What follows belongs to an exercise in optimizing a design on an open flow for small area, a short achievable clock period and few clock cycles per item; a production flow would make more cautious choices.
Function was checked by simulation only, so behaviour that the tests miss may differ from the original.

## flow/config.mk

```make
export PLATFORM = sky130hd
export DESIGN_NAME = serial_multiplier
export DESIGN_NICKNAME = serial_multiplier
export VERILOG_FILES = /design/flow/design.v
export SDC_FILE = /design/flow/constraint.sdc
export NUM_CORES = 4
export LEC_CHECK = 0
export CAP_MARGIN = 20
export CORE_MARGIN = 2
export CORE_UTILIZATION = 65
export SETUP_SLACK_MARGIN = 1.2
export SLEW_MARGIN = 20
export SYNTH_HIERARCHICAL = 1
export SYNTH_MINIMUM_KEEP_SIZE = 0
```

## flow/constraint.sdc

```tcl
create_clock -name core_clock -period 5.5 [get_ports {clk}]
set_input_delay 1.1000 -clock core_clock [delete_from_list [all_inputs] [get_ports {clk}]]
set_output_delay 1.1000 -clock core_clock [all_outputs]
set_load 0.01 [all_outputs]
```

## flow/design.v

```verilog
`timescale 1ns / 1ps
module serial_multiplier (
    input  logic        clk,
    input  logic        rst,
    input  logic        start,
    input  logic [2:0]  funct3,         
    input  logic [31:0] A,
    input  logic [31:0] B,
    output logic [63:0] result_64,      
    output logic [31:0] result,         
    output logic        ready,
    output logic        stall
);
    logic        busy;
    logic [32:0] a;                     
    logic [7:0]  one, two, neg;         
    logic        d16;                   
    logic        hi_sel;                
    logic [33:0] hs, hc;                
    logic [15:0] lo_s, lo_c;            
    logic [2:0]  cnt;
    logic        first;                 
    logic        xg;                    
    logic        kg;                    
    logic        cin;                   
    logic [31:0] l;                     
    wire a_sgn = (funct3 != 3'b011);
    wire b_sgn = funct3[2] | ~funct3[1];
    function automatic logic [23:0] booth(input logic [16:0] t);
        logic [7:0] o, w, n;
        for (int i = 0; i < 8; i++) begin
            o[i] = t[2*i+1] ^ t[2*i];
            w[i] = (t[2*i+2] & ~t[2*i+1] & ~t[2*i]) | (~t[2*i+2] & t[2*i+1] & t[2*i]);
            n[i] = t[2*i+2] & ~(t[2*i+1] & t[2*i]);
        end
        booth = {n, w, o};
    endfunction
    function automatic logic [34:0] pprow(input logic o, input logic w, input logic n,
                                          input logic [32:0] m);
        logic [34:0] p;
        p = (({35{o}} & {{2{m[32]}}, m}) | ({35{w}} & {m[32], m, 1'b0})) ^ {35{n}};
        pprow = {~p[34], p[33:0]};
    endfunction
    wire [34:0] u0 = pprow(one[0], two[0], neg[0], a);
    wire [34:0] u1 = pprow(one[1], two[1], neg[1], a);
    wire [34:0] u2 = pprow(one[2], two[2], neg[2], a);
    wire [34:0] u3 = pprow(one[3], two[3], neg[3], a);
    wire [34:0] u4 = pprow(one[4], two[4], neg[4], a);
    wire [34:0] u5 = pprow(one[5], two[5], neg[5], a);
    wire [34:0] u6 = pprow(one[6], two[6], neg[6], a);
    wire [34:0] u7 = pprow(one[7], two[7], neg[7], a);
    wire [32:0] xr = a & {33{xg}};
    wire [32:0] ux = {~xr[32], xr[31:0]};
    wire [33:0] hs_in = hs & {34{~first}};
    wire [33:0] hc_in = hc & {34{~first}};
    logic [49:0] cs_s, cs_c;
    wire fs0, fc0, fs1, fc1, fs2, fc2, fs3, fc3, fs4, fc4, fs5, fc5, fs6, fc6, fs7, fc7, fs8, fc8, fs9, fc9, fs10, fc10, fs11, fc11, fs12, fc12, fs13, fc13, fs14, fc14, fs15, fc15, fs16, fc16, fs17, fc17, fs18, fc18, fs19, fc19, fs20, fc20, fs21, fc21, fs22, fc22, fs23, fc23, fs24, fc24, fs25, fc25, fs26, fc26, fs27, fc27, fs28, fc28, fs29, fc29, fs30, fc30, fs31, fc31, fs32, fc32, fs33, fc33, fs34, fc34, fs35, fc35, fs36, fc36, fs37, fc37, fs38, fc38, fs39, fc39, fs40, fc40, fs41, fc41, fs42, fc42, fs43, fc43, fs44, fc44, fs45, fc45, fs46, fc46, fs47, fc47, fs48, fc48, fs49, fc49, fs50, fc50, fs51, fc51, fs52, fc52, fs53, fc53, fs54, fc54, fs55, fc55, fs56, fc56, fs57, fc57, fs58, fc58, fs59, fc59, fs60, fc60, fs61, fc61, fs62, fc62, fs63, fc63, fs64, fc64, fs65, fc65, fs66, fc66, fs67, fc67, fs68, fc68, fs69, fc69, fs70, fc70, fs71, fc71, fs72, fc72, fs73, fc73, fs74, fc74, fs75, fc75, fs76, fc76, fs77, fc77, fs78, fc78, fs79, fc79, fs80, fc80, fs81, fc81, fs82, fc82, fs83, fc83, fs84, fc84, fs85, fc85, fs86, fc86, fs87, fc87, fs88, fc88, fs89, fc89, fs90, fc90, fs91, fc91, fs92, fc92, fs93, fc93, fs94, fc94, fs95, fc95, fs96, fc96, fs97, fc97, fs98, fc98, fs99, fc99, fs100, fc100, fs101, fc101, fs102, fc102, fs103, fc103, fs104, fc104, fs105, fc105, fs106, fc106, fs107, fc107, fs108, fc108, fs109, fc109, fs110, fc110, fs111, fc111, fs112, fc112, fs113, fc113, fs114, fc114, fs115, fc115, fs116, fc116, fs117, fc117, fs118, fc118, fs119, fc119, fs120, fc120, fs121, fc121, fs122, fc122, fs123, fc123, fs124, fc124, fs125, fc125, fs126, fc126, fs127, fc127, fs128, fc128, fs129, fc129, fs130, fc130, fs131, fc131, fs132, fc132, fs133, fc133, fs134, fc134, fs135, fc135, fs136, fc136, fs137, fc137, fs138, fc138, fs139, fc139, fs140, fc140, fs141, fc141, fs142, fc142, fs143, fc143, fs144, fc144, fs145, fc145, fs146, fc146, fs147, fc147, fs148, fc148, fs149, fc149, fs150, fc150, fs151, fc151, fs152, fc152, fs153, fc153, fs154, fc154, fs155, fc155, fs156, fc156, fs157, fc157, fs158, fc158, fs159, fc159, fs160, fc160, fs161, fc161, fs162, fc162, fs163, fc163, fs164, fc164, fs165, fc165, fs166, fc166, fs167, fc167, fs168, fc168, fs169, fc169, fs170, fc170, fs171, fc171, fs172, fc172, fs173, fc173, fs174, fc174, fs175, fc175, fs176, fc176, fs177, fc177, fs178, fc178, fs179, fc179, fs180, fc180, fs181, fc181, fs182, fc182, fs183, fc183, fs184, fc184, fs185, fc185, fs186, fc186, fs187, fc187, fs188, fc188, fs189, fc189, fs190, fc190, fs191, fc191, fs192, fc192, fs193, fc193, fs194, fc194, fs195, fc195, fs196, fc196, fs197, fc197, fs198, fc198, fs199, fc199, fs200, fc200, fs201, fc201, fs202, fc202, fs203, fc203, fs204, fc204, fs205, fc205, fs206, fc206, fs207, fc207, fs208, fc208, fs209, fc209, fs210, fc210, fs211, fc211, fs212, fc212, fs213, fc213, fs214, fc214, fs215, fc215, fs216, fc216, fs217, fc217, fs218, fc218, fs219, fc219, fs220, fc220, fs221, fc221, fs222, fc222, fs223, fc223, fs224, fc224, fs225, fc225, fs226, fc226, fs227, fc227, fs228, fc228, fs229, fc229, fs230, fc230, fs231, fc231, fs232, fc232, fs233, fc233, fs234, fc234, fs235, fc235, fs236, fc236, fs237, fc237, fs238, fc238, fs239, fc239, fs240, fc240, fs241, fc241, fs242, fc242, fs243, fc243, fs244, fc244, fs245, fc245, fs246, fc246, fs247, fc247, fs248, fc248, fs249, fc249, fs250, fc250, fs251, fc251, fs252, fc252, fs253, fc253, fs254, fc254, fs255, fc255, fs256, fc256, fs257, fc257, fs258, fc258, fs259, fc259, fs260, fc260, fs261, fc261, fs262, fc262, fs263, fc263, fs264, fc264, fs265, fc265, fs266, fc266, fs267, fc267, fs268, fc268, fs269, fc269, fs270, fc270, fs271, fc271, fs272, fc272, fs273, fc273, fs274, fc274, fs275, fc275, fs276, fc276, fs277, fc277, fs278, fc278, fs279, fc279, fs280, fc280, fs281, fc281, fs282, fc282, fs283, fc283, fs284, fc284, fs285, fc285, fs286, fc286, fs287, fc287, fs288, fc288, fs289, fc289, fs290, fc290, fs291, fc291, fs292, fc292, fs293, fc293, fs294, fc294, fs295, fc295, fs296, fc296, fs297, fc297, fs298, fc298, fs299, fc299, fs300, fc300, fs301, fc301, fs302, fc302, fs303, fc303, fs304, fc304, fs305, fc305, fs306, fc306, fs307, fc307, fs308, fc308;
    wire has0, hac0, has1, hac1, has2, hac2, has3, hac3, has4, hac4, has5, hac5, has6, hac6, has7, hac7, has8, hac8, has9, hac9, has10, hac10, has11, hac11, has12, hac12;
    serial_multiplier_fa fa0 (.a(hs_in[0]), .b(hc_in[0]), .c(neg[0]), .s(fs0), .co(fc0));
    serial_multiplier_fa fa1 (.a(hs_in[1]), .b(hc_in[1]), .c(u0[1]), .s(fs1), .co(fc1));
    serial_multiplier_fa fa2 (.a(hs_in[2]), .b(hc_in[2]), .c(neg[1]), .s(fs2), .co(fc2));
    serial_multiplier_fa fa3 (.a(u0[2]), .b(u1[0]), .c(fs2), .s(fs3), .co(fc3));
    serial_multiplier_fa fa4 (.a(hs_in[3]), .b(hc_in[3]), .c(u0[3]), .s(fs4), .co(fc4));
    serial_multiplier_fa fa5 (.a(u1[1]), .b(fc2), .c(fs4), .s(fs5), .co(fc5));
    serial_multiplier_fa fa6 (.a(hs_in[4]), .b(hc_in[4]), .c(neg[2]), .s(fs6), .co(fc6));
    serial_multiplier_fa fa7 (.a(u0[4]), .b(u1[2]), .c(u2[0]), .s(fs7), .co(fc7));
    serial_multiplier_fa fa8 (.a(fs6), .b(fc4), .c(fs7), .s(fs8), .co(fc8));
    serial_multiplier_fa fa9 (.a(hs_in[5]), .b(hc_in[5]), .c(u0[5]), .s(fs9), .co(fc9));
    serial_multiplier_fa fa10 (.a(u1[3]), .b(u2[1]), .c(fc6), .s(fs10), .co(fc10));
    serial_multiplier_fa fa11 (.a(fc7), .b(fs9), .c(fs10), .s(fs11), .co(fc11));
    serial_multiplier_fa fa12 (.a(hs_in[6]), .b(hc_in[6]), .c(neg[3]), .s(fs12), .co(fc12));
    serial_multiplier_fa fa13 (.a(u0[6]), .b(u1[4]), .c(u2[2]), .s(fs13), .co(fc13));
    serial_multiplier_fa fa14 (.a(u3[0]), .b(fs12), .c(fc9), .s(fs14), .co(fc14));
    serial_multiplier_fa fa15 (.a(fc10), .b(fs13), .c(fs14), .s(fs15), .co(fc15));
    serial_multiplier_fa fa16 (.a(hs_in[7]), .b(hc_in[7]), .c(u0[7]), .s(fs16), .co(fc16));
    serial_multiplier_fa fa17 (.a(u1[5]), .b(u2[3]), .c(u3[1]), .s(fs17), .co(fc17));
    serial_multiplier_fa fa18 (.a(fc12), .b(fc13), .c(fs16), .s(fs18), .co(fc18));
    serial_multiplier_fa fa19 (.a(fs17), .b(fc14), .c(fs18), .s(fs19), .co(fc19));
    serial_multiplier_fa fa20 (.a(hs_in[8]), .b(hc_in[8]), .c(neg[4]), .s(fs20), .co(fc20));
    serial_multiplier_fa fa21 (.a(u0[8]), .b(u1[6]), .c(u2[4]), .s(fs21), .co(fc21));
    serial_multiplier_fa fa22 (.a(u3[2]), .b(u4[0]), .c(fs20), .s(fs22), .co(fc22));
    serial_multiplier_fa fa23 (.a(fc16), .b(fc17), .c(fs21), .s(fs23), .co(fc23));
    serial_multiplier_fa fa24 (.a(fs22), .b(fc18), .c(fs23), .s(fs24), .co(fc24));
    serial_multiplier_fa fa25 (.a(hs_in[9]), .b(hc_in[9]), .c(u0[9]), .s(fs25), .co(fc25));
    serial_multiplier_fa fa26 (.a(u1[7]), .b(u2[5]), .c(u3[3]), .s(fs26), .co(fc26));
    serial_multiplier_fa fa27 (.a(u4[1]), .b(fc20), .c(fc21), .s(fs27), .co(fc27));
    serial_multiplier_fa fa28 (.a(fs25), .b(fs26), .c(fc22), .s(fs28), .co(fc28));
    serial_multiplier_fa fa29 (.a(fs27), .b(fc23), .c(fs28), .s(fs29), .co(fc29));
    serial_multiplier_fa fa30 (.a(hs_in[10]), .b(hc_in[10]), .c(neg[5]), .s(fs30), .co(fc30));
    serial_multiplier_fa fa31 (.a(u0[10]), .b(u1[8]), .c(u2[6]), .s(fs31), .co(fc31));
    serial_multiplier_fa fa32 (.a(u3[4]), .b(u4[2]), .c(u5[0]), .s(fs32), .co(fc32));
    serial_multiplier_fa fa33 (.a(fs30), .b(fc25), .c(fc26), .s(fs33), .co(fc33));
    serial_multiplier_fa fa34 (.a(fs31), .b(fs32), .c(fc27), .s(fs34), .co(fc34));
    serial_multiplier_fa fa35 (.a(fs33), .b(fc28), .c(fs34), .s(fs35), .co(fc35));
    serial_multiplier_fa fa36 (.a(hs_in[11]), .b(hc_in[11]), .c(u0[11]), .s(fs36), .co(fc36));
    serial_multiplier_fa fa37 (.a(u1[9]), .b(u2[7]), .c(u3[5]), .s(fs37), .co(fc37));
    serial_multiplier_fa fa38 (.a(u4[3]), .b(u5[1]), .c(fc30), .s(fs38), .co(fc38));
    serial_multiplier_fa fa39 (.a(fc31), .b(fc32), .c(fs36), .s(fs39), .co(fc39));
    serial_multiplier_fa fa40 (.a(fs37), .b(fs38), .c(fc33), .s(fs40), .co(fc40));
    serial_multiplier_fa fa41 (.a(fs39), .b(fc34), .c(fs40), .s(fs41), .co(fc41));
    serial_multiplier_fa fa42 (.a(hs_in[12]), .b(hc_in[12]), .c(neg[6]), .s(fs42), .co(fc42));
    serial_multiplier_fa fa43 (.a(u0[12]), .b(u1[10]), .c(u2[8]), .s(fs43), .co(fc43));
    serial_multiplier_fa fa44 (.a(u3[6]), .b(u4[4]), .c(u5[2]), .s(fs44), .co(fc44));
    serial_multiplier_fa fa45 (.a(u6[0]), .b(fs42), .c(fc36), .s(fs45), .co(fc45));
    serial_multiplier_fa fa46 (.a(fc37), .b(fc38), .c(fs43), .s(fs46), .co(fc46));
    serial_multiplier_fa fa47 (.a(fs44), .b(fs45), .c(fc39), .s(fs47), .co(fc47));
    serial_multiplier_fa fa48 (.a(fs46), .b(fc40), .c(fs47), .s(fs48), .co(fc48));
    serial_multiplier_fa fa49 (.a(hs_in[13]), .b(hc_in[13]), .c(u0[13]), .s(fs49), .co(fc49));
    serial_multiplier_fa fa50 (.a(u1[11]), .b(u2[9]), .c(u3[7]), .s(fs50), .co(fc50));
    serial_multiplier_fa fa51 (.a(u4[5]), .b(u5[3]), .c(u6[1]), .s(fs51), .co(fc51));
    serial_multiplier_fa fa52 (.a(fc42), .b(fc43), .c(fc44), .s(fs52), .co(fc52));
    serial_multiplier_fa fa53 (.a(fs49), .b(fs50), .c(fs51), .s(fs53), .co(fc53));
    serial_multiplier_fa fa54 (.a(fc45), .b(fs52), .c(fc46), .s(fs54), .co(fc54));
    serial_multiplier_fa fa55 (.a(fs53), .b(fc47), .c(fs54), .s(fs55), .co(fc55));
    serial_multiplier_fa fa56 (.a(hs_in[14]), .b(hc_in[14]), .c(neg[7]), .s(fs56), .co(fc56));
    serial_multiplier_fa fa57 (.a(u0[14]), .b(u1[12]), .c(u2[10]), .s(fs57), .co(fc57));
    serial_multiplier_fa fa58 (.a(u3[8]), .b(u4[6]), .c(u5[4]), .s(fs58), .co(fc58));
    serial_multiplier_fa fa59 (.a(u6[2]), .b(u7[0]), .c(fs56), .s(fs59), .co(fc59));
    serial_multiplier_fa fa60 (.a(fc49), .b(fc50), .c(fc51), .s(fs60), .co(fc60));
    serial_multiplier_fa fa61 (.a(fs57), .b(fs58), .c(fs59), .s(fs61), .co(fc61));
    serial_multiplier_fa fa62 (.a(fc52), .b(fs60), .c(fc53), .s(fs62), .co(fc62));
    serial_multiplier_fa fa63 (.a(fs61), .b(fc54), .c(fs62), .s(fs63), .co(fc63));
    serial_multiplier_fa fa64 (.a(hs_in[15]), .b(hc_in[15]), .c(u0[15]), .s(fs64), .co(fc64));
    serial_multiplier_fa fa65 (.a(u1[13]), .b(u2[11]), .c(u3[9]), .s(fs65), .co(fc65));
    serial_multiplier_fa fa66 (.a(u4[7]), .b(u5[5]), .c(u6[3]), .s(fs66), .co(fc66));
    serial_multiplier_fa fa67 (.a(u7[1]), .b(fc56), .c(fc57), .s(fs67), .co(fc67));
    serial_multiplier_fa fa68 (.a(fc58), .b(fs64), .c(fs65), .s(fs68), .co(fc68));
    serial_multiplier_fa fa69 (.a(fs66), .b(fc59), .c(fc60), .s(fs69), .co(fc69));
    serial_multiplier_fa fa70 (.a(fs67), .b(fc61), .c(fs68), .s(fs70), .co(fc70));
    serial_multiplier_fa fa71 (.a(fc62), .b(fs69), .c(fs70), .s(fs71), .co(fc71));
    serial_multiplier_fa fa72 (.a(hs_in[16]), .b(hc_in[16]), .c(ux[0]), .s(fs72), .co(fc72));
    serial_multiplier_fa fa73 (.a(u0[16]), .b(u1[14]), .c(u2[12]), .s(fs73), .co(fc73));
    serial_multiplier_fa fa74 (.a(u3[10]), .b(u4[8]), .c(u5[6]), .s(fs74), .co(fc74));
    serial_multiplier_fa fa75 (.a(u6[4]), .b(u7[2]), .c(fs72), .s(fs75), .co(fc75));
    serial_multiplier_fa fa76 (.a(fc64), .b(fc65), .c(fc66), .s(fs76), .co(fc76));
    serial_multiplier_fa fa77 (.a(fs73), .b(fs74), .c(fs75), .s(fs77), .co(fc77));
    serial_multiplier_fa fa78 (.a(fc67), .b(fs76), .c(fc68), .s(fs78), .co(fc78));
    serial_multiplier_fa fa79 (.a(fs77), .b(fc69), .c(fc70), .s(fs79), .co(fc79));
    serial_multiplier_fa fa80 (.a(fs78), .b(fc71), .c(fs79), .s(fs80), .co(fc80));
    serial_multiplier_fa fa81 (.a(hs_in[17]), .b(hc_in[17]), .c(ux[1]), .s(fs81), .co(fc81));
    serial_multiplier_fa fa82 (.a(u0[17]), .b(u1[15]), .c(u2[13]), .s(fs82), .co(fc82));
    serial_multiplier_fa fa83 (.a(u3[11]), .b(u4[9]), .c(u5[7]), .s(fs83), .co(fc83));
    serial_multiplier_fa fa84 (.a(u6[5]), .b(u7[3]), .c(fc72), .s(fs84), .co(fc84));
    serial_multiplier_fa fa85 (.a(fs81), .b(fc73), .c(fc74), .s(fs85), .co(fc85));
    serial_multiplier_fa fa86 (.a(fs82), .b(fs83), .c(fs84), .s(fs86), .co(fc86));
    serial_multiplier_fa fa87 (.a(fc75), .b(fc76), .c(fs85), .s(fs87), .co(fc87));
    serial_multiplier_fa fa88 (.a(fc77), .b(fs86), .c(fc78), .s(fs88), .co(fc88));
    serial_multiplier_fa fa89 (.a(fs87), .b(fc79), .c(fs88), .s(fs89), .co(fc89));
    serial_multiplier_fa fa90 (.a(hs_in[18]), .b(hc_in[18]), .c(ux[2]), .s(fs90), .co(fc90));
    serial_multiplier_fa fa91 (.a(kg), .b(u0[18]), .c(u1[16]), .s(fs91), .co(fc91));
    serial_multiplier_fa fa92 (.a(u2[14]), .b(u3[12]), .c(u4[10]), .s(fs92), .co(fc92));
    serial_multiplier_fa fa93 (.a(u5[8]), .b(u6[6]), .c(u7[4]), .s(fs93), .co(fc93));
    serial_multiplier_fa fa94 (.a(fc81), .b(fs90), .c(fc82), .s(fs94), .co(fc94));
    serial_multiplier_fa fa95 (.a(fc83), .b(fc84), .c(fs91), .s(fs95), .co(fc95));
    serial_multiplier_fa fa96 (.a(fs92), .b(fs93), .c(fc85), .s(fs96), .co(fc96));
    serial_multiplier_fa fa97 (.a(fs94), .b(fc86), .c(fs95), .s(fs97), .co(fc97));
    serial_multiplier_fa fa98 (.a(fc87), .b(fs96), .c(fs97), .s(fs98), .co(fc98));
    assign has0 = fc88 ^ fs98;
    assign hac0 = fc88 & fs98;
    serial_multiplier_fa fa99 (.a(hs_in[19]), .b(hc_in[19]), .c(ux[3]), .s(fs99), .co(fc99));
    serial_multiplier_fa fa100 (.a(kg), .b(u0[19]), .c(u1[17]), .s(fs100), .co(fc100));
    serial_multiplier_fa fa101 (.a(u2[15]), .b(u3[13]), .c(u4[11]), .s(fs101), .co(fc101));
    serial_multiplier_fa fa102 (.a(u5[9]), .b(u6[7]), .c(u7[5]), .s(fs102), .co(fc102));
    serial_multiplier_fa fa103 (.a(fc90), .b(fs99), .c(fc91), .s(fs103), .co(fc103));
    serial_multiplier_fa fa104 (.a(fc92), .b(fc93), .c(fs100), .s(fs104), .co(fc104));
    serial_multiplier_fa fa105 (.a(fs101), .b(fs102), .c(fc94), .s(fs105), .co(fc105));
    serial_multiplier_fa fa106 (.a(fs103), .b(fc95), .c(fs104), .s(fs106), .co(fc106));
    serial_multiplier_fa fa107 (.a(fc96), .b(fs105), .c(fc97), .s(fs107), .co(fc107));
    serial_multiplier_fa fa108 (.a(fs106), .b(fc98), .c(fs107), .s(fs108), .co(fc108));
    serial_multiplier_fa fa109 (.a(hs_in[20]), .b(hc_in[20]), .c(ux[4]), .s(fs109), .co(fc109));
    serial_multiplier_fa fa110 (.a(u0[20]), .b(u1[18]), .c(u2[16]), .s(fs110), .co(fc110));
    serial_multiplier_fa fa111 (.a(u3[14]), .b(u4[12]), .c(u5[10]), .s(fs111), .co(fc111));
    serial_multiplier_fa fa112 (.a(u6[8]), .b(u7[6]), .c(fc99), .s(fs112), .co(fc112));
    serial_multiplier_fa fa113 (.a(fs109), .b(fc100), .c(fc101), .s(fs113), .co(fc113));
    serial_multiplier_fa fa114 (.a(fc102), .b(fs110), .c(fs111), .s(fs114), .co(fc114));
    serial_multiplier_fa fa115 (.a(fs112), .b(fc103), .c(fs113), .s(fs115), .co(fc115));
    serial_multiplier_fa fa116 (.a(fc104), .b(fs114), .c(fc105), .s(fs116), .co(fc116));
    serial_multiplier_fa fa117 (.a(fc106), .b(fs115), .c(fs116), .s(fs117), .co(fc117));
    serial_multiplier_fa fa118 (.a(fc107), .b(fs117), .c(fc108), .s(fs118), .co(fc118));
    serial_multiplier_fa fa119 (.a(hs_in[21]), .b(hc_in[21]), .c(ux[5]), .s(fs119), .co(fc119));
    serial_multiplier_fa fa120 (.a(kg), .b(u0[21]), .c(u1[19]), .s(fs120), .co(fc120));
    serial_multiplier_fa fa121 (.a(u2[17]), .b(u3[15]), .c(u4[13]), .s(fs121), .co(fc121));
    serial_multiplier_fa fa122 (.a(u5[11]), .b(u6[9]), .c(u7[7]), .s(fs122), .co(fc122));
    serial_multiplier_fa fa123 (.a(fc109), .b(fs119), .c(fc110), .s(fs123), .co(fc123));
    serial_multiplier_fa fa124 (.a(fc111), .b(fc112), .c(fs120), .s(fs124), .co(fc124));
    serial_multiplier_fa fa125 (.a(fs121), .b(fs122), .c(fc113), .s(fs125), .co(fc125));
    serial_multiplier_fa fa126 (.a(fs123), .b(fc114), .c(fs124), .s(fs126), .co(fc126));
    serial_multiplier_fa fa127 (.a(fc115), .b(fs125), .c(fs126), .s(fs127), .co(fc127));
    serial_multiplier_fa fa128 (.a(fc116), .b(fs127), .c(fc117), .s(fs128), .co(fc128));
    serial_multiplier_fa fa129 (.a(hs_in[22]), .b(hc_in[22]), .c(ux[6]), .s(fs129), .co(fc129));
    serial_multiplier_fa fa130 (.a(u0[22]), .b(u1[20]), .c(u2[18]), .s(fs130), .co(fc130));
    serial_multiplier_fa fa131 (.a(u3[16]), .b(u4[14]), .c(u5[12]), .s(fs131), .co(fc131));
    serial_multiplier_fa fa132 (.a(u6[10]), .b(u7[8]), .c(fc119), .s(fs132), .co(fc132));
    serial_multiplier_fa fa133 (.a(fs129), .b(fc120), .c(fc121), .s(fs133), .co(fc133));
    serial_multiplier_fa fa134 (.a(fc122), .b(fs130), .c(fs131), .s(fs134), .co(fc134));
    serial_multiplier_fa fa135 (.a(fs132), .b(fc123), .c(fs133), .s(fs135), .co(fc135));
    serial_multiplier_fa fa136 (.a(fc124), .b(fs134), .c(fc125), .s(fs136), .co(fc136));
    serial_multiplier_fa fa137 (.a(fc126), .b(fs135), .c(fs136), .s(fs137), .co(fc137));
    assign has1 = fc127 ^ fs137;
    assign hac1 = fc127 & fs137;
    serial_multiplier_fa fa138 (.a(hs_in[23]), .b(hc_in[23]), .c(ux[7]), .s(fs138), .co(fc138));
    serial_multiplier_fa fa139 (.a(kg), .b(u0[23]), .c(u1[21]), .s(fs139), .co(fc139));
    serial_multiplier_fa fa140 (.a(u2[19]), .b(u3[17]), .c(u4[15]), .s(fs140), .co(fc140));
    serial_multiplier_fa fa141 (.a(u5[13]), .b(u6[11]), .c(u7[9]), .s(fs141), .co(fc141));
    serial_multiplier_fa fa142 (.a(fc129), .b(fs138), .c(fc130), .s(fs142), .co(fc142));
    serial_multiplier_fa fa143 (.a(fc131), .b(fc132), .c(fs139), .s(fs143), .co(fc143));
    serial_multiplier_fa fa144 (.a(fs140), .b(fs141), .c(fc133), .s(fs144), .co(fc144));
    serial_multiplier_fa fa145 (.a(fs142), .b(fc134), .c(fs143), .s(fs145), .co(fc145));
    serial_multiplier_fa fa146 (.a(fc135), .b(fs144), .c(fs145), .s(fs146), .co(fc146));
    serial_multiplier_fa fa147 (.a(fc136), .b(fs146), .c(fc137), .s(fs147), .co(fc147));
    serial_multiplier_fa fa148 (.a(hs_in[24]), .b(hc_in[24]), .c(ux[8]), .s(fs148), .co(fc148));
    serial_multiplier_fa fa149 (.a(u0[24]), .b(u1[22]), .c(u2[20]), .s(fs149), .co(fc149));
    serial_multiplier_fa fa150 (.a(u3[18]), .b(u4[16]), .c(u5[14]), .s(fs150), .co(fc150));
    serial_multiplier_fa fa151 (.a(u6[12]), .b(u7[10]), .c(fc138), .s(fs151), .co(fc151));
    serial_multiplier_fa fa152 (.a(fs148), .b(fc139), .c(fc140), .s(fs152), .co(fc152));
    serial_multiplier_fa fa153 (.a(fc141), .b(fs149), .c(fs150), .s(fs153), .co(fc153));
    serial_multiplier_fa fa154 (.a(fs151), .b(fc142), .c(fs152), .s(fs154), .co(fc154));
    serial_multiplier_fa fa155 (.a(fc143), .b(fs153), .c(fc144), .s(fs155), .co(fc155));
    serial_multiplier_fa fa156 (.a(fc145), .b(fs154), .c(fs155), .s(fs156), .co(fc156));
    assign has2 = fc146 ^ fs156;
    assign hac2 = fc146 & fs156;
    serial_multiplier_fa fa157 (.a(hs_in[25]), .b(hc_in[25]), .c(ux[9]), .s(fs157), .co(fc157));
    serial_multiplier_fa fa158 (.a(kg), .b(u0[25]), .c(u1[23]), .s(fs158), .co(fc158));
    serial_multiplier_fa fa159 (.a(u2[21]), .b(u3[19]), .c(u4[17]), .s(fs159), .co(fc159));
    serial_multiplier_fa fa160 (.a(u5[15]), .b(u6[13]), .c(u7[11]), .s(fs160), .co(fc160));
    serial_multiplier_fa fa161 (.a(fc148), .b(fs157), .c(fc149), .s(fs161), .co(fc161));
    serial_multiplier_fa fa162 (.a(fc150), .b(fc151), .c(fs158), .s(fs162), .co(fc162));
    serial_multiplier_fa fa163 (.a(fs159), .b(fs160), .c(fc152), .s(fs163), .co(fc163));
    serial_multiplier_fa fa164 (.a(fs161), .b(fc153), .c(fs162), .s(fs164), .co(fc164));
    serial_multiplier_fa fa165 (.a(fc154), .b(fs163), .c(fs164), .s(fs165), .co(fc165));
    serial_multiplier_fa fa166 (.a(fc155), .b(fs165), .c(fc156), .s(fs166), .co(fc166));
    serial_multiplier_fa fa167 (.a(hs_in[26]), .b(hc_in[26]), .c(ux[10]), .s(fs167), .co(fc167));
    serial_multiplier_fa fa168 (.a(u0[26]), .b(u1[24]), .c(u2[22]), .s(fs168), .co(fc168));
    serial_multiplier_fa fa169 (.a(u3[20]), .b(u4[18]), .c(u5[16]), .s(fs169), .co(fc169));
    serial_multiplier_fa fa170 (.a(u6[14]), .b(u7[12]), .c(fc157), .s(fs170), .co(fc170));
    serial_multiplier_fa fa171 (.a(fs167), .b(fc158), .c(fc159), .s(fs171), .co(fc171));
    serial_multiplier_fa fa172 (.a(fc160), .b(fs168), .c(fs169), .s(fs172), .co(fc172));
    serial_multiplier_fa fa173 (.a(fs170), .b(fc161), .c(fs171), .s(fs173), .co(fc173));
    serial_multiplier_fa fa174 (.a(fc162), .b(fs172), .c(fc163), .s(fs174), .co(fc174));
    serial_multiplier_fa fa175 (.a(fc164), .b(fs173), .c(fs174), .s(fs175), .co(fc175));
    assign has3 = fc165 ^ fs175;
    assign hac3 = fc165 & fs175;
    serial_multiplier_fa fa176 (.a(hs_in[27]), .b(hc_in[27]), .c(ux[11]), .s(fs176), .co(fc176));
    serial_multiplier_fa fa177 (.a(kg), .b(u0[27]), .c(u1[25]), .s(fs177), .co(fc177));
    serial_multiplier_fa fa178 (.a(u2[23]), .b(u3[21]), .c(u4[19]), .s(fs178), .co(fc178));
    serial_multiplier_fa fa179 (.a(u5[17]), .b(u6[15]), .c(u7[13]), .s(fs179), .co(fc179));
    serial_multiplier_fa fa180 (.a(fc167), .b(fs176), .c(fc168), .s(fs180), .co(fc180));
    serial_multiplier_fa fa181 (.a(fc169), .b(fc170), .c(fs177), .s(fs181), .co(fc181));
    serial_multiplier_fa fa182 (.a(fs178), .b(fs179), .c(fc171), .s(fs182), .co(fc182));
    serial_multiplier_fa fa183 (.a(fs180), .b(fc172), .c(fs181), .s(fs183), .co(fc183));
    serial_multiplier_fa fa184 (.a(fc173), .b(fs182), .c(fs183), .s(fs184), .co(fc184));
    serial_multiplier_fa fa185 (.a(fc174), .b(fs184), .c(fc175), .s(fs185), .co(fc185));
    serial_multiplier_fa fa186 (.a(hs_in[28]), .b(hc_in[28]), .c(ux[12]), .s(fs186), .co(fc186));
    serial_multiplier_fa fa187 (.a(u0[28]), .b(u1[26]), .c(u2[24]), .s(fs187), .co(fc187));
    serial_multiplier_fa fa188 (.a(u3[22]), .b(u4[20]), .c(u5[18]), .s(fs188), .co(fc188));
    serial_multiplier_fa fa189 (.a(u6[16]), .b(u7[14]), .c(fc176), .s(fs189), .co(fc189));
    serial_multiplier_fa fa190 (.a(fs186), .b(fc177), .c(fc178), .s(fs190), .co(fc190));
    serial_multiplier_fa fa191 (.a(fc179), .b(fs187), .c(fs188), .s(fs191), .co(fc191));
    serial_multiplier_fa fa192 (.a(fs189), .b(fc180), .c(fs190), .s(fs192), .co(fc192));
    serial_multiplier_fa fa193 (.a(fc181), .b(fs191), .c(fc182), .s(fs193), .co(fc193));
    serial_multiplier_fa fa194 (.a(fc183), .b(fs192), .c(fs193), .s(fs194), .co(fc194));
    assign has4 = fc184 ^ fs194;
    assign hac4 = fc184 & fs194;
    serial_multiplier_fa fa195 (.a(hs_in[29]), .b(hc_in[29]), .c(ux[13]), .s(fs195), .co(fc195));
    serial_multiplier_fa fa196 (.a(kg), .b(u0[29]), .c(u1[27]), .s(fs196), .co(fc196));
    serial_multiplier_fa fa197 (.a(u2[25]), .b(u3[23]), .c(u4[21]), .s(fs197), .co(fc197));
    serial_multiplier_fa fa198 (.a(u5[19]), .b(u6[17]), .c(u7[15]), .s(fs198), .co(fc198));
    serial_multiplier_fa fa199 (.a(fc186), .b(fs195), .c(fc187), .s(fs199), .co(fc199));
    serial_multiplier_fa fa200 (.a(fc188), .b(fc189), .c(fs196), .s(fs200), .co(fc200));
    serial_multiplier_fa fa201 (.a(fs197), .b(fs198), .c(fc190), .s(fs201), .co(fc201));
    serial_multiplier_fa fa202 (.a(fs199), .b(fc191), .c(fs200), .s(fs202), .co(fc202));
    serial_multiplier_fa fa203 (.a(fc192), .b(fs201), .c(fs202), .s(fs203), .co(fc203));
    serial_multiplier_fa fa204 (.a(fc193), .b(fs203), .c(fc194), .s(fs204), .co(fc204));
    serial_multiplier_fa fa205 (.a(hs_in[30]), .b(hc_in[30]), .c(ux[14]), .s(fs205), .co(fc205));
    serial_multiplier_fa fa206 (.a(u0[30]), .b(u1[28]), .c(u2[26]), .s(fs206), .co(fc206));
    serial_multiplier_fa fa207 (.a(u3[24]), .b(u4[22]), .c(u5[20]), .s(fs207), .co(fc207));
    serial_multiplier_fa fa208 (.a(u6[18]), .b(u7[16]), .c(fc195), .s(fs208), .co(fc208));
    serial_multiplier_fa fa209 (.a(fs205), .b(fc196), .c(fc197), .s(fs209), .co(fc209));
    serial_multiplier_fa fa210 (.a(fc198), .b(fs206), .c(fs207), .s(fs210), .co(fc210));
    serial_multiplier_fa fa211 (.a(fs208), .b(fc199), .c(fs209), .s(fs211), .co(fc211));
    serial_multiplier_fa fa212 (.a(fc200), .b(fs210), .c(fc201), .s(fs212), .co(fc212));
    serial_multiplier_fa fa213 (.a(fc202), .b(fs211), .c(fs212), .s(fs213), .co(fc213));
    assign has5 = fc203 ^ fs213;
    assign hac5 = fc203 & fs213;
    serial_multiplier_fa fa214 (.a(hs_in[31]), .b(hc_in[31]), .c(ux[15]), .s(fs214), .co(fc214));
    serial_multiplier_fa fa215 (.a(kg), .b(u0[31]), .c(u1[29]), .s(fs215), .co(fc215));
    serial_multiplier_fa fa216 (.a(u2[27]), .b(u3[25]), .c(u4[23]), .s(fs216), .co(fc216));
    serial_multiplier_fa fa217 (.a(u5[21]), .b(u6[19]), .c(u7[17]), .s(fs217), .co(fc217));
    serial_multiplier_fa fa218 (.a(fc205), .b(fs214), .c(fc206), .s(fs218), .co(fc218));
    serial_multiplier_fa fa219 (.a(fc207), .b(fc208), .c(fs215), .s(fs219), .co(fc219));
    serial_multiplier_fa fa220 (.a(fs216), .b(fs217), .c(fc209), .s(fs220), .co(fc220));
    serial_multiplier_fa fa221 (.a(fs218), .b(fc210), .c(fs219), .s(fs221), .co(fc221));
    serial_multiplier_fa fa222 (.a(fc211), .b(fs220), .c(fs221), .s(fs222), .co(fc222));
    serial_multiplier_fa fa223 (.a(fc212), .b(fs222), .c(fc213), .s(fs223), .co(fc223));
    serial_multiplier_fa fa224 (.a(hs_in[32]), .b(hc_in[32]), .c(ux[16]), .s(fs224), .co(fc224));
    serial_multiplier_fa fa225 (.a(kg), .b(u0[32]), .c(u1[30]), .s(fs225), .co(fc225));
    serial_multiplier_fa fa226 (.a(u2[28]), .b(u3[26]), .c(u4[24]), .s(fs226), .co(fc226));
    serial_multiplier_fa fa227 (.a(u5[22]), .b(u6[20]), .c(u7[18]), .s(fs227), .co(fc227));
    serial_multiplier_fa fa228 (.a(fc214), .b(fs224), .c(fc215), .s(fs228), .co(fc228));
    serial_multiplier_fa fa229 (.a(fc216), .b(fc217), .c(fs225), .s(fs229), .co(fc229));
    serial_multiplier_fa fa230 (.a(fs226), .b(fs227), .c(fc218), .s(fs230), .co(fc230));
    serial_multiplier_fa fa231 (.a(fs228), .b(fc219), .c(fs229), .s(fs231), .co(fc231));
    serial_multiplier_fa fa232 (.a(fc220), .b(fs230), .c(fc221), .s(fs232), .co(fc232));
    serial_multiplier_fa fa233 (.a(fs231), .b(fc222), .c(fs232), .s(fs233), .co(fc233));
    serial_multiplier_fa fa234 (.a(hs_in[33]), .b(hc_in[33]), .c(ux[17]), .s(fs234), .co(fc234));
    serial_multiplier_fa fa235 (.a(u0[33]), .b(u1[31]), .c(u2[29]), .s(fs235), .co(fc235));
    serial_multiplier_fa fa236 (.a(u3[27]), .b(u4[25]), .c(u5[23]), .s(fs236), .co(fc236));
    serial_multiplier_fa fa237 (.a(u6[21]), .b(u7[19]), .c(fc224), .s(fs237), .co(fc237));
    serial_multiplier_fa fa238 (.a(fs234), .b(fc225), .c(fc226), .s(fs238), .co(fc238));
    serial_multiplier_fa fa239 (.a(fc227), .b(fs235), .c(fs236), .s(fs239), .co(fc239));
    serial_multiplier_fa fa240 (.a(fs237), .b(fc228), .c(fs238), .s(fs240), .co(fc240));
    serial_multiplier_fa fa241 (.a(fc229), .b(fs239), .c(fc230), .s(fs241), .co(fc241));
    serial_multiplier_fa fa242 (.a(fc231), .b(fs240), .c(fs241), .s(fs242), .co(fc242));
    serial_multiplier_fa fa243 (.a(fc232), .b(fs242), .c(fc233), .s(fs243), .co(fc243));
    serial_multiplier_fa fa244 (.a(ux[18]), .b(u0[34]), .c(u1[32]), .s(fs244), .co(fc244));
    serial_multiplier_fa fa245 (.a(u2[30]), .b(u3[28]), .c(u4[26]), .s(fs245), .co(fc245));
    serial_multiplier_fa fa246 (.a(u5[24]), .b(u6[22]), .c(u7[20]), .s(fs246), .co(fc246));
    serial_multiplier_fa fa247 (.a(fc234), .b(fc235), .c(fc236), .s(fs247), .co(fc247));
    serial_multiplier_fa fa248 (.a(fc237), .b(fs244), .c(fs245), .s(fs248), .co(fc248));
    serial_multiplier_fa fa249 (.a(fs246), .b(fc238), .c(fs247), .s(fs249), .co(fc249));
    serial_multiplier_fa fa250 (.a(fc239), .b(fs248), .c(fc240), .s(fs250), .co(fc250));
    serial_multiplier_fa fa251 (.a(fs249), .b(fc241), .c(fs250), .s(fs251), .co(fc251));
    assign has6 = fc242 ^ fs251;
    assign hac6 = fc242 & fs251;
    serial_multiplier_fa fa252 (.a(ux[19]), .b(kg), .c(u1[33]), .s(fs252), .co(fc252));
    serial_multiplier_fa fa253 (.a(u2[31]), .b(u3[29]), .c(u4[27]), .s(fs253), .co(fc253));
    serial_multiplier_fa fa254 (.a(u5[25]), .b(u6[23]), .c(u7[21]), .s(fs254), .co(fc254));
    serial_multiplier_fa fa255 (.a(fc244), .b(fc245), .c(fc246), .s(fs255), .co(fc255));
    serial_multiplier_fa fa256 (.a(fs252), .b(fs253), .c(fs254), .s(fs256), .co(fc256));
    serial_multiplier_fa fa257 (.a(fc247), .b(fs255), .c(fc248), .s(fs257), .co(fc257));
    serial_multiplier_fa fa258 (.a(fs256), .b(fc249), .c(fs257), .s(fs258), .co(fc258));
    serial_multiplier_fa fa259 (.a(fc250), .b(fs258), .c(fc251), .s(fs259), .co(fc259));
    serial_multiplier_fa fa260 (.a(ux[20]), .b(u1[34]), .c(u2[32]), .s(fs260), .co(fc260));
    serial_multiplier_fa fa261 (.a(u3[30]), .b(u4[28]), .c(u5[26]), .s(fs261), .co(fc261));
    serial_multiplier_fa fa262 (.a(u6[24]), .b(u7[22]), .c(fc252), .s(fs262), .co(fc262));
    serial_multiplier_fa fa263 (.a(fc253), .b(fc254), .c(fs260), .s(fs263), .co(fc263));
    serial_multiplier_fa fa264 (.a(fs261), .b(fc255), .c(fs262), .s(fs264), .co(fc264));
    serial_multiplier_fa fa265 (.a(fc256), .b(fs263), .c(fc257), .s(fs265), .co(fc265));
    serial_multiplier_fa fa266 (.a(fs264), .b(fc258), .c(fs265), .s(fs266), .co(fc266));
    serial_multiplier_fa fa267 (.a(ux[21]), .b(kg), .c(u2[33]), .s(fs267), .co(fc267));
    serial_multiplier_fa fa268 (.a(u3[31]), .b(u4[29]), .c(u5[27]), .s(fs268), .co(fc268));
    serial_multiplier_fa fa269 (.a(u6[25]), .b(u7[23]), .c(fc260), .s(fs269), .co(fc269));
    serial_multiplier_fa fa270 (.a(fc261), .b(fs267), .c(fs268), .s(fs270), .co(fc270));
    serial_multiplier_fa fa271 (.a(fc262), .b(fs269), .c(fc263), .s(fs271), .co(fc271));
    serial_multiplier_fa fa272 (.a(fs270), .b(fc264), .c(fs271), .s(fs272), .co(fc272));
    assign has7 = fc265 ^ fs272;
    assign hac7 = fc265 & fs272;
    serial_multiplier_fa fa273 (.a(ux[22]), .b(u2[34]), .c(u3[32]), .s(fs273), .co(fc273));
    serial_multiplier_fa fa274 (.a(u4[30]), .b(u5[28]), .c(u6[26]), .s(fs274), .co(fc274));
    serial_multiplier_fa fa275 (.a(u7[24]), .b(fc267), .c(fc268), .s(fs275), .co(fc275));
    serial_multiplier_fa fa276 (.a(fs273), .b(fs274), .c(fc269), .s(fs276), .co(fc276));
    serial_multiplier_fa fa277 (.a(fs275), .b(fc270), .c(fc271), .s(fs277), .co(fc277));
    serial_multiplier_fa fa278 (.a(fs276), .b(fc272), .c(fs277), .s(fs278), .co(fc278));
    serial_multiplier_fa fa279 (.a(ux[23]), .b(kg), .c(u3[33]), .s(fs279), .co(fc279));
    serial_multiplier_fa fa280 (.a(u4[31]), .b(u5[29]), .c(u6[27]), .s(fs280), .co(fc280));
    serial_multiplier_fa fa281 (.a(u7[25]), .b(fc273), .c(fc274), .s(fs281), .co(fc281));
    serial_multiplier_fa fa282 (.a(fs279), .b(fs280), .c(fc275), .s(fs282), .co(fc282));
    serial_multiplier_fa fa283 (.a(fs281), .b(fc276), .c(fs282), .s(fs283), .co(fc283));
    assign has8 = fc277 ^ fs283;
    assign hac8 = fc277 & fs283;
    serial_multiplier_fa fa284 (.a(ux[24]), .b(u3[34]), .c(u4[32]), .s(fs284), .co(fc284));
    serial_multiplier_fa fa285 (.a(u5[30]), .b(u6[28]), .c(u7[26]), .s(fs285), .co(fc285));
    serial_multiplier_fa fa286 (.a(fc279), .b(fc280), .c(fs284), .s(fs286), .co(fc286));
    serial_multiplier_fa fa287 (.a(fs285), .b(fc281), .c(fs286), .s(fs287), .co(fc287));
    serial_multiplier_fa fa288 (.a(fc282), .b(fs287), .c(fc283), .s(fs288), .co(fc288));
    serial_multiplier_fa fa289 (.a(ux[25]), .b(kg), .c(u4[33]), .s(fs289), .co(fc289));
    serial_multiplier_fa fa290 (.a(u5[31]), .b(u6[29]), .c(u7[27]), .s(fs290), .co(fc290));
    serial_multiplier_fa fa291 (.a(fc284), .b(fc285), .c(fs289), .s(fs291), .co(fc291));
    serial_multiplier_fa fa292 (.a(fs290), .b(fc286), .c(fs291), .s(fs292), .co(fc292));
    assign has9 = fc287 ^ fs292;
    assign hac9 = fc287 & fs292;
    serial_multiplier_fa fa293 (.a(ux[26]), .b(u4[34]), .c(u5[32]), .s(fs293), .co(fc293));
    serial_multiplier_fa fa294 (.a(u6[30]), .b(u7[28]), .c(fc289), .s(fs294), .co(fc294));
    serial_multiplier_fa fa295 (.a(fc290), .b(fs293), .c(fs294), .s(fs295), .co(fc295));
    serial_multiplier_fa fa296 (.a(fc291), .b(fc292), .c(fs295), .s(fs296), .co(fc296));
    serial_multiplier_fa fa297 (.a(ux[27]), .b(kg), .c(u5[33]), .s(fs297), .co(fc297));
    serial_multiplier_fa fa298 (.a(u6[31]), .b(u7[29]), .c(fc293), .s(fs298), .co(fc298));
    serial_multiplier_fa fa299 (.a(fs297), .b(fc294), .c(fs298), .s(fs299), .co(fc299));
    assign has10 = fc295 ^ fs299;
    assign hac10 = fc295 & fs299;
    serial_multiplier_fa fa300 (.a(ux[28]), .b(u5[34]), .c(u6[32]), .s(fs300), .co(fc300));
    serial_multiplier_fa fa301 (.a(u7[30]), .b(fc297), .c(fs300), .s(fs301), .co(fc301));
    serial_multiplier_fa fa302 (.a(fc298), .b(fs301), .c(fc299), .s(fs302), .co(fc302));
    serial_multiplier_fa fa303 (.a(ux[29]), .b(kg), .c(u6[33]), .s(fs303), .co(fc303));
    serial_multiplier_fa fa304 (.a(u7[31]), .b(fc300), .c(fs303), .s(fs304), .co(fc304));
    assign has11 = fc301 ^ fs304;
    assign hac11 = fc301 & fs304;
    serial_multiplier_fa fa305 (.a(ux[30]), .b(u6[34]), .c(u7[32]), .s(fs305), .co(fc305));
    serial_multiplier_fa fa306 (.a(fc303), .b(fs305), .c(fc304), .s(fs306), .co(fc306));
    serial_multiplier_fa fa307 (.a(ux[31]), .b(kg), .c(u7[33]), .s(fs307), .co(fc307));
    assign has12 = fc305 ^ fs307;
    assign hac12 = fc305 & fs307;
    serial_multiplier_fa fa308 (.a(ux[32]), .b(u7[34]), .c(fc307), .s(fs308), .co(fc308));
    assign cs_s[0] = u0[0];
    assign cs_c[0] = fs0;
    assign cs_s[1] = fc0;
    assign cs_c[1] = fs1;
    assign cs_s[2] = fc1;
    assign cs_c[2] = fs3;
    assign cs_s[3] = fc3;
    assign cs_c[3] = fs5;
    assign cs_s[4] = fc5;
    assign cs_c[4] = fs8;
    assign cs_s[5] = fc8;
    assign cs_c[5] = fs11;
    assign cs_s[6] = fc11;
    assign cs_c[6] = fs15;
    assign cs_s[7] = fc15;
    assign cs_c[7] = fs19;
    assign cs_s[8] = fc19;
    assign cs_c[8] = fs24;
    assign cs_s[9] = fc24;
    assign cs_c[9] = fs29;
    assign cs_s[10] = fc29;
    assign cs_c[10] = fs35;
    assign cs_s[11] = fc35;
    assign cs_c[11] = fs41;
    assign cs_s[12] = fc41;
    assign cs_c[12] = fs48;
    assign cs_s[13] = fc48;
    assign cs_c[13] = fs55;
    assign cs_s[14] = fc55;
    assign cs_c[14] = fs63;
    assign cs_s[15] = fc63;
    assign cs_c[15] = fs71;
    assign cs_s[16] = fs80;
    assign cs_c[16] = 1'b0;
    assign cs_s[17] = fc80;
    assign cs_c[17] = fs89;
    assign cs_s[18] = fc89;
    assign cs_c[18] = has0;
    assign cs_s[19] = hac0;
    assign cs_c[19] = fs108;
    assign cs_s[20] = fs118;
    assign cs_c[20] = 1'b0;
    assign cs_s[21] = fc118;
    assign cs_c[21] = fs128;
    assign cs_s[22] = fc128;
    assign cs_c[22] = has1;
    assign cs_s[23] = hac1;
    assign cs_c[23] = fs147;
    assign cs_s[24] = fc147;
    assign cs_c[24] = has2;
    assign cs_s[25] = hac2;
    assign cs_c[25] = fs166;
    assign cs_s[26] = fc166;
    assign cs_c[26] = has3;
    assign cs_s[27] = hac3;
    assign cs_c[27] = fs185;
    assign cs_s[28] = fc185;
    assign cs_c[28] = has4;
    assign cs_s[29] = hac4;
    assign cs_c[29] = fs204;
    assign cs_s[30] = fc204;
    assign cs_c[30] = has5;
    assign cs_s[31] = hac5;
    assign cs_c[31] = fs223;
    assign cs_s[32] = fc223;
    assign cs_c[32] = fs233;
    assign cs_s[33] = fs243;
    assign cs_c[33] = 1'b0;
    assign cs_s[34] = fc243;
    assign cs_c[34] = has6;
    assign cs_s[35] = hac6;
    assign cs_c[35] = fs259;
    assign cs_s[36] = fc259;
    assign cs_c[36] = fs266;
    assign cs_s[37] = fc266;
    assign cs_c[37] = has7;
    assign cs_s[38] = hac7;
    assign cs_c[38] = fs278;
    assign cs_s[39] = fc278;
    assign cs_c[39] = has8;
    assign cs_s[40] = hac8;
    assign cs_c[40] = fs288;
    assign cs_s[41] = fc288;
    assign cs_c[41] = has9;
    assign cs_s[42] = hac9;
    assign cs_c[42] = fs296;
    assign cs_s[43] = fc296;
    assign cs_c[43] = has10;
    assign cs_s[44] = hac10;
    assign cs_c[44] = fs302;
    assign cs_s[45] = fc302;
    assign cs_c[45] = has11;
    assign cs_s[46] = hac11;
    assign cs_c[46] = fs306;
    assign cs_s[47] = fc306;
    assign cs_c[47] = has12;
    assign cs_s[48] = hac12;
    assign cs_c[48] = fs308;
    assign cs_s[49] = fc308;
    assign cs_c[49] = 1'b0;
    wire [17:0] lo_w = {1'b0, lo_s, 1'b1} + {1'b0, lo_c, cin};
    wire [16:0] lo_sum = lo_w[17:1];
    wire [48:0] pw = {hs[31:0], lo_s, 1'b1} + {hc[31:0], lo_c, cin};
    assign result_64 = {pw[48:1], l[31:16]};
    assign result    = hi_sel ? result_64[63:32] : result_64[31:0];
    assign stall     = busy;
    always_ff @(posedge clk or posedge rst) begin
        if (rst) begin
            busy  <= 1'b0;
            ready <= 1'b0;
        end else begin
            busy  <= busy ? (cnt != 3'd1) : start;
            ready <= busy & (cnt == 3'd1);
        end
    end
    always_ff @(posedge clk) begin
        first <= ~busy;
        xg    <= busy & (cnt == 3'd0) & d16;
        kg    <= busy & (cnt == 3'd0);
        cnt   <= busy ? cnt + 3'd1 : 3'd0;
        hs    <= cs_s[49:16];
        hc    <= cs_c[49:16];
        lo_s  <= cs_s[15:0];
        lo_c  <= cs_c[15:0];
        cin   <= ~first & lo_sum[16];
        if (busy) begin
            l <= {lo_sum[15:0], l[31:16]};
            {neg, two, one} <= booth(l[31:15]);
        end else begin
            l <= B;
            {neg, two, one} <= booth({B[15:0], 1'b0});
            a      <= {a_sgn & A[31], A};
            d16    <= ~b_sgn & B[31];
            hi_sel <= ~funct3[2] & (funct3[1] | funct3[0]);
        end
    end
endmodule
module serial_multiplier_fa (
    input  logic a,
    input  logic b,
    input  logic c,
    output logic s,
    output logic co
);
    assign s  = a ^ b ^ c;
    assign co = (a & b) | (a & c) | (b & c);
endmodule
```

## flow/run.sh

```bash
#!/bin/bash
# synth_recipe.tcl (not shown) runs the flow's synth.tcl, then flattens the netlist and writes it again
# the make line also repeats each setting of config.mk as NAME=value (left out here)
make -C /OpenROAD-flow-scripts/flow DESIGN_CONFIG=/design/flow/config.mk WORK_HOME=/design/flow/orfs CLKGATE_MAP_FILE= SYNTH_SCRIPT=/design/flow/synth_recipe.tcl finish
```

==> run_results.csv, run 1 <==
group,metric,value,unit
synthesis,netlist_area,20400,um^2
worst_hold_path,hp-class,"reg -> reg",
sta,tns,0,ns
cells_and_area,drive_above_1_share,19.5,%
clock_network,cts_buffer_depth,2,
job,max_cap_violations,0,
placed_design,numPlacedInstances,2345,
critical_path,r2r_cells,9,
die,rows,64,
synthesis,synth_seq_area_share,19.6,%
critical_path,r2r-end,"hc[19]",
route,ant_nets,0,
clock_network,clk_latency,0.47,ns
critical_path,crit_path_end_kind,"output pin",
synthesis,ys_types,67,
clock_network,cts_num_sinks,181,
critical_path,crit_end,"result[27]",
grt,grt_use_total,43.0,%
synthesis,yosysTopAreaCell,"fa_1",
grt,antenna_found_initial,1,
sta,setup_viol,0,
sta,worstMarginPinSlew,1.09,ns
run_status,outcome,"complete, no violations",
route,drc,0,
placed_design,dp.final_hpwl,50800,um
die,core,30700,um^2
die,initial_core_util,66.2,%
clock_network,numCtsBuffers,17,
route,vias_per_cell,6.93,
sta,drv_slew,0,
cells_and_area,nets,2509,
cells_and_area,syn2layout_area_growth,18.9,%
critical_path,critical_path_required,4.40,ns
route,via_count,17062,
grt,first_global_vias,17647,
clock_network,tritoncts,"yes",
die,die_area,32800,um^2
route,wl_per_cell,28.8,um
clock_network,clk_pin_slew,0.08,ns
die,die_width,181,um
die,die_h,181,um
route,dr.pass1.iters,6,
grt,grt-ovfl-total,0,
synthesis,synthTopCellsByArea,"fa_1 (30%), dfxtp_1 (14%), xnor2_1 (13%), a22oi_1 (9.5%), edfxtp_1 (5.2%)",
placed_design,port_buffers,167,
synthesis,synth_cells,1934,
synthesis,synth_edf_count,35,
sta,hold_violations,0,
route,drt_iter0_markers,1923,
critical_path,reg2reg_slack,1.22,ns
clock_network,root_buffer,"clkbuf_16",
critical_path,start_kind,"flip-flop",
die,io_pins,168,
synthesis,ys_warn_count,7,
cells_and_area,finalNonFillerCells,2463,
synthesis,async_flop_share,1.10,%
synthesis,synth_top_area_share,30.5,%
sta,fin_crit_sh,80.8,%
sta,grt_setup_unrepaired,"yes",
critical_path,crit_arrival,3.34,ns
sta,timing.slew.headroom,27.3,%
critical_path,crit_fanout,4,
clock_network,cts_hold_buf,0,
sta,period_minus_slack,4.44,ns
critical_path,worstSetupPathType,"reg -> out",
critical_path,cp-startpoint,"cin",
cells_and_area,seq_area,4020,um^2
cells_and_area,n_fill_cell,2004,
cells_and_area,multi_input_area,16300,um^2
synthesis,ys_ff_latch,181,
clock_network,htree_levels,4,
grt,grt_first_pass_wirelength,105000,um
critical_path,r2r_start,"two[4]",
cells_and_area,n_antenna_cell,0,
sta,fmax,0.225,GHz
route,wirelength,70900,um
synthesis,synth_area_per_cell,10.5,um^2
placed_design,gp_congestion,1.01,
synthesis,synthFlopType,"dfxtp_1",
grt,grt_max_degree,55,
sta,fin_skew,0.0179,ns
[sequential cells by signal, indices dropped and copies added, names as in the netlist]
signal and count:
xg 1, cnt 3, hi_sel 1, hs 34, hc 30, kg 1, one 8, d16 1
two 8, lo_s 16, busy 1, ready 1, first 1, a 33, l 17, cin 1
neg 8, lo_c 16
[metal layers]
| layer | vias to the layer above | wire length [um] | share of wire (%) | track usage [%] |
|---|---|---|---|---|
| met4 | 0 | 4850 | 6.8 | 24.7 |
| met5 | - | 0 | 0 | 0 |
| li1 | 6892 | - | - | - |
| met1 | 8497 | 24300 | 34 | 51.9 |
| met3 | 342 | 7540 | 11 | 9.11 |
| met2 | 1331 | 34200 | 48 | 71.7 |
[Yosys stat by module, one instance, submodules excluded]
module | cell area [um^2] | cells inside | flops+latches | copies in the design
serial_multiplier | 14200 | 1625 | 181 | 1
serial_multiplier_fa | 20.0 | 1 | 0 | 309
[critical path, stage by stage (launching register included)]
cell       delay [ns]
dfxtp_2          0.36
inv_2            0.05
fa_2             0.41
nor2b_4          0.18
o2111ai_2        0.19
a211oi_2         0.22
buf_4            0.18
o311ai_4         0.15
and4bb_4         0.41
o21ai_4          0.08
mux2i_2          0.17
buf_4            0.14
a31o_2           0.22
buf_6            0.12
[placed cells by master, fill, tap and decap left out, drive strengths merged, types with 13 or more instances in the layout]
cell             n
nand2           70
ha              75
a21o            22
dlygate4sd2     20
xor2            20
and3            15
a31oi           15
a21oi           41
dlymetal6s2s    13
a211oi          14
a22oi          257
xnor2          298
buf            152
fa             310
o21ai           41
nor2b           72
mux2            47
nand4           15
nor2            43
edfxtp          35
inv             36
clkbuf          30
clkdlybuf4s50  110
dfxtp          144
and2            41
[per-stage QoR]
stage	setup slack (ns)	utilization, %	cell area (um^2)	hold WS [ns]
after floorplan	1.43	-	20400	0.418
after global placement	0.923	72.0	22100	0.428
after detailed placement	0.924	72.0	22100	0.426
after CTS	1.09	76.8	23600	0.443
after global routing	0.939	78.7	24200	0.462
final	1.06	78.7	24200	0.443
[synth_stat cells, types with 5 or more instances]
cell type  count
nor2b_1       72
and3_1        15
clkbuf_1     181
dfxtp_1      144
xnor2_1      298
nand3b_1       9
or3b_2         9
and2_1        41
nand3_1        9
o32ai_1        6
inv_1         27
buf_1         15
a22oi_1      257
ha_1          75
nor2_1        43
a211oi_1      14
nand2_1       70
o211ai_1       5
nor3_1         6
fa_1         310
mux2i_1        5
mux2_2        47
o21a_1         9
buf_4         16
a21oi_1       41
a31oi_1       14
o21ai_0       40
a21o_1        22
nand4_1       14
and4_1         5
edfxtp_1      35
xor2_1        20
[kinds of logic after synthesis]
family                   after synthesis  synth area share (%)
AO/OA/AOI/OAI                        446                  15.6
AND/OR/NAND/NOR                      309                  8.42
adder cells (fa/ha/maj)              385                  35.1
XOR/XNOR                             318                  13.7
other                                  1                0.0184
flip-flops                           181                  19.6
buffers and inverters                242                  4.77
multiplexers                          52                  2.84
[timing repair]
| action | in CTS | in global routing |
|---|---|---|
| gates resized for setup | 189 | 118 |
| setup endpoints to repair | 70 | 76 |
| buffers inserted | 47 | 39 |
| hold endpoints to repair | 0 | 0 |
| gates cloned | 0 | 0 |
| pin swaps | 53 | 50 |
[layout make-up]
cell class / count / area share (%)
inverters: 28 / 0.434
multi-input cells: 1514 / 67.2
clock inverters: 14 / 0.486
flip-flops and latches: 181 / 16.6
repair buffers: 312 / 11.4
well taps: 396 / 2.05
clock buffers: 18 / 1.77
[worst min-delay path by stage]
stage	startpoint	to	slack [ns]	cells past startpoint
after global placement	d16	xg	0.43	1
after CTS	d16	xg	0.44	1
after detailed placement	d16	xg	0.43	1
final	d16	xg	0.44	1
after floorplan	cnt[0]	cnt[0]	0.42	1
after global routing	d16	xg	0.46	1
Testbench counts, summed over its fixed seeds: cycles 9,608, items 3,200.
==> run 2: changes to the inputs <==
--- a/flow/config.mk
+++ b/flow/config.mk
@@ -8,5 +8,5 @@
 export CAP_MARGIN = 20
 export CORE_MARGIN = 2
-export CORE_UTILIZATION = 65
+export CORE_UTILIZATION = 40
 export SETUP_SLACK_MARGIN = 1.2
 export SLEW_MARGIN = 20
==> run_results.csv, run 2 <==
group,metric,value,unit
route,wirelength,74600,um
die,io_pins,168,
cells_and_area,multi_input_area,16400,um^2
cells_and_area,top_register,"hs",
synthesis,async_flop_share,1.10,%
route,via_count,16205,
placed_design,port_buffers,167,
grt,antenna_found_initial,3,
critical_path,crit_path_end_kind,"output pin",
cells_and_area,seq_area,4030,um^2
cells_and_area,largestRegisters,"hs: 34 flops, a: 33 flops, hc: 30 flops",
synthesis,synth_cells,1934,
critical_path,cp_slowest_cell,"fa_2",
synthesis,yosys-top-cells-count,"fa_1 (310), xnor2_1 (298), a22oi_1 (257), clkbuf_1 (181), dfxtp_1 (144)",
clock_network,cts_buffer_depth,2,
die,rows,82,
sta,setup_viol,0,
cells_and_area,syn2layout_area_growth,21.1,%
critical_path,start_kind,"flip-flop",
critical_path,worstSetupPathType,"reg -> out",
sta,drv_slew,0,
route,vias_per_cell,5.91,
critical_path,critical_path_required,4.40,ns
critical_path,crit_fanout,3,
critical_path,crit_family,"compound AO/OA/AOI/OAI gates",
route,dr.pass1.iters,6,
cells_and_area,design_area,24700,um^2
route,dr_wl_met3,5430,um
clock_network,clk_pin_slew,0.08,ns
die,die_area,52700,um^2
sta,worstMarginPinSlew,1.09,ns
synthesis,synth_area_per_cell,10.5,um^2
cells_and_area,nets,2510,
synthesis,synthFlopType,"dfxtp_1",
sta,grt_setup_unrepaired,"yes",
sta,period_minus_slack,4.47,ns
route,maxUsedRoutingLayer,"met4",
cells_and_area,layout_commonest_cell,"fa_1",
critical_path,crit_chain,"inv_2 > fa_2 > nor2b_4 > o2111ai_4 > a211oi_2 > buf_4 > o311ai_4 > and4bb_4 > buf_6 > o21ai_4 > mux2i_1 > buf_4 > a31o_2 > buf_2",
synthesis,synth_top_area_share,30.5,%
cells_and_area,drive_above_1_share,20.5,%
run_status,outcome,"complete, no violations",
sta,fmax,0.224,GHz
route,drt_iter0_markers,1556,
cells_and_area,largest_reg_flops,34,
clock_network,cts_hold_buf,0,
die,core,50200,um^2
critical_path,cpMostUsedCell,"buf_4",
route,met1Wirelength,28200,um
sta,timing.slew.headroom,27.1,%
synthesis,ys_warn_count,7,
route,ant_nets,0,
cells_and_area,layout_common_cells,"fa_1 (309), xnor2_1 (285), a22oi_1 (257)",
clock_network,tritoncts,"yes",
worst_hold_path,hp-class,"reg -> reg",
placed_design,dp.final_hpwl,53800,um
grt,grt-ovfl-total,0,
grt,grt_use_total,28.2,%
clock_network,numCtsBuffers,17,
synthesis,ys_ff_latch,181,
grt,grt_max_degree,55,
synthesis,ys_types,67,
sta,tns,0,ns
sta,hold_violations,0,
job,max_cap_violations,0,
critical_path,worst-path-buf-inv,5,
critical_path,crit_arrival,3.37,ns
sta,fin_skew,0.0178,ns
sta,fin_crit_sh,81.2,%
placed_design,gp_congestion,0.893,
clock_network,clk_latency,0.50,ns
synthesis,synth_seq_area_share,19.6,%
die,die_h,230,um
synthesis,synthTopCellsByArea,"fa_1 (30%), dfxtp_1 (14%), xnor2_1 (13%), a22oi_1 (9.5%), edfxtp_1 (5.2%)",
clock_network,htree_levels,4,
grt,first_global_vias,17471,
synthesis,yosysMostFrequentCell,"fa_1",
route,drc,0,
synthesis,yosysTopAreaCell,"fa_1",
synthesis,netlist_area,20400,um^2
critical_path,critical-path-max-stage-delay,0.41,ns
cells_and_area,n_fill_cell,4535,
synthesis,synth_edf_count,35,
route,wl_met2,37500,um
clock_network,cts_num_sinks,181,
route,wl_per_cell,27.2,um
placed_design,placed_area,22500,um^2
die,initial_core_util,40.6,%
die,die_width,230,um
grt,grt_first_pass_wirelength,110000,um
clock_network,root_buffer,"clkbuf_16",
-- run 2: cell counts after synthesis --
Identical to the previous run, type by type.
-- run 2: cells by family (layout without fill, tap and decap cells) --
logic type                 after synthesis  in the layout  share of synthesized area, %
other                                    1              5                        0.0184
DFF                                    181            181                          19.6
muxes                                   52             52                          2.84
AOI/OAI and AO/OA                      446            446                          15.6
adders and majority gates              385            385                          35.1
xor gates and xnor gates               318            318                          13.7
and+or+nand+nor                        309            309                          8.42
buffers and inverters                  242            373                          4.77
-- run 2: through the flow --
| step | hold WS [ns] | cells | util [%] | worst slack, ns |
|---|---|---|---|---|
| 2_1_floorplan | 0.418 | 1937 | - | 1.43 |
| 3_3_place_gp | 0.434 | 2617 | 44.8 | 0.674 |
| 3_5_place_dp | 0.444 | 2617 | 44.8 | 0.646 |
| 4_1_cts | 0.460 | 2702 | 48.1 | 0.982 |
| 5_1_grt | 0.475 | 2740 | 49.1 | 0.924 |
| 6_report | 0.454 | 2741 | 49.1 | 1.03 |
-- run 2: repair_timing --
item	in CTS	in global routing
setup endpoints to repair	72	64
gates resized for setup	278	88
pin swaps	59	39
setup buffers	53	38
-- run 2: path summary, 6_finish.rpt --
| check | slack (ns) | start | depth (start not counted) | to |
|---|---|---|---|---|
| worst min-delay path | 0.45 | cnt[0] | 1 | cnt[0] |
| worst min register to register | 0.45 | cnt[0] | 1 | cnt[0] |
| min in group asynchronous | 0.76 | rst | 2 | busy |
| max in group asynchronous | 4.62 | rst | 2 | busy |
| worst max register to register | 1.24 | one[5] | 8 | hs[17] |
| worst max-delay path | 1.03 | lo_s[0] | 14 | result[27] |
-- run 2: modules after synthesis, one instance, submodules excluded --
module,area [um^2],cells,flops+latches
serial_multiplier,14200,1625,181
serial_multiplier_fa,20.0,1,0
-- run 2: worst register-to-register path: cells and delay by family (launching register included) --
family / cells / cell delay (ns)
xor gates and xnor gates: 1 / 0.24
adders and majority gates: 5 / 2.46
DFF: 1 / 0.90
buffers and inverters: 1 / 0.39
AOI/OAI and AO/OA: 1 / 0.14
-- run 2: layout make-up --
cell class,count,area share (%)
diodes,1,0.0101
clock buffers,19,1.76
clock inverters,13,0.533
inverters,28,0.426
multi-input cells,1514,66.6
flip-flops and latches,181,16.3
well taps,672,3.41
repair buffers,313,10.9
-- run 2: metal layers --
metal / vias up / GRT usage (%)
li1: 6879 / -
met1: 8339 / 33.3
met2: 790 / 48.9
met3: 197 / 6.13
met4: 0 / 12.8
met5: - / 0

## separate check: timing with driven ports
In the flow no input, the clock included, has a driving cell. The finished layouts below were timed again as built, in two steps.
Step 1: set_driving_cell puts a clkbuf_16 on clk and a buf_2 on each other input, an assumption about the parent block.
Step 2, shift: input delay + t, output delay - t, t = (earliest + latest rising clock arrival at the registers) / 2. This alone moves slack from input paths to output paths.
Three values: ideal ports, drivers, drivers and shift; two values: the first two.
run	shift t [ns]	setup WS [ns]	worst setup path at the end	clock arrival spread, ns
run 1	0.517	1.057 / 1.002 / 1.222	register to register	0.018 / 0.018
run 2	0.545	1.032 / 0.975 / 1.243	register to register	0.019 / 0.018
After both steps setup and hold are still met in every run listed.
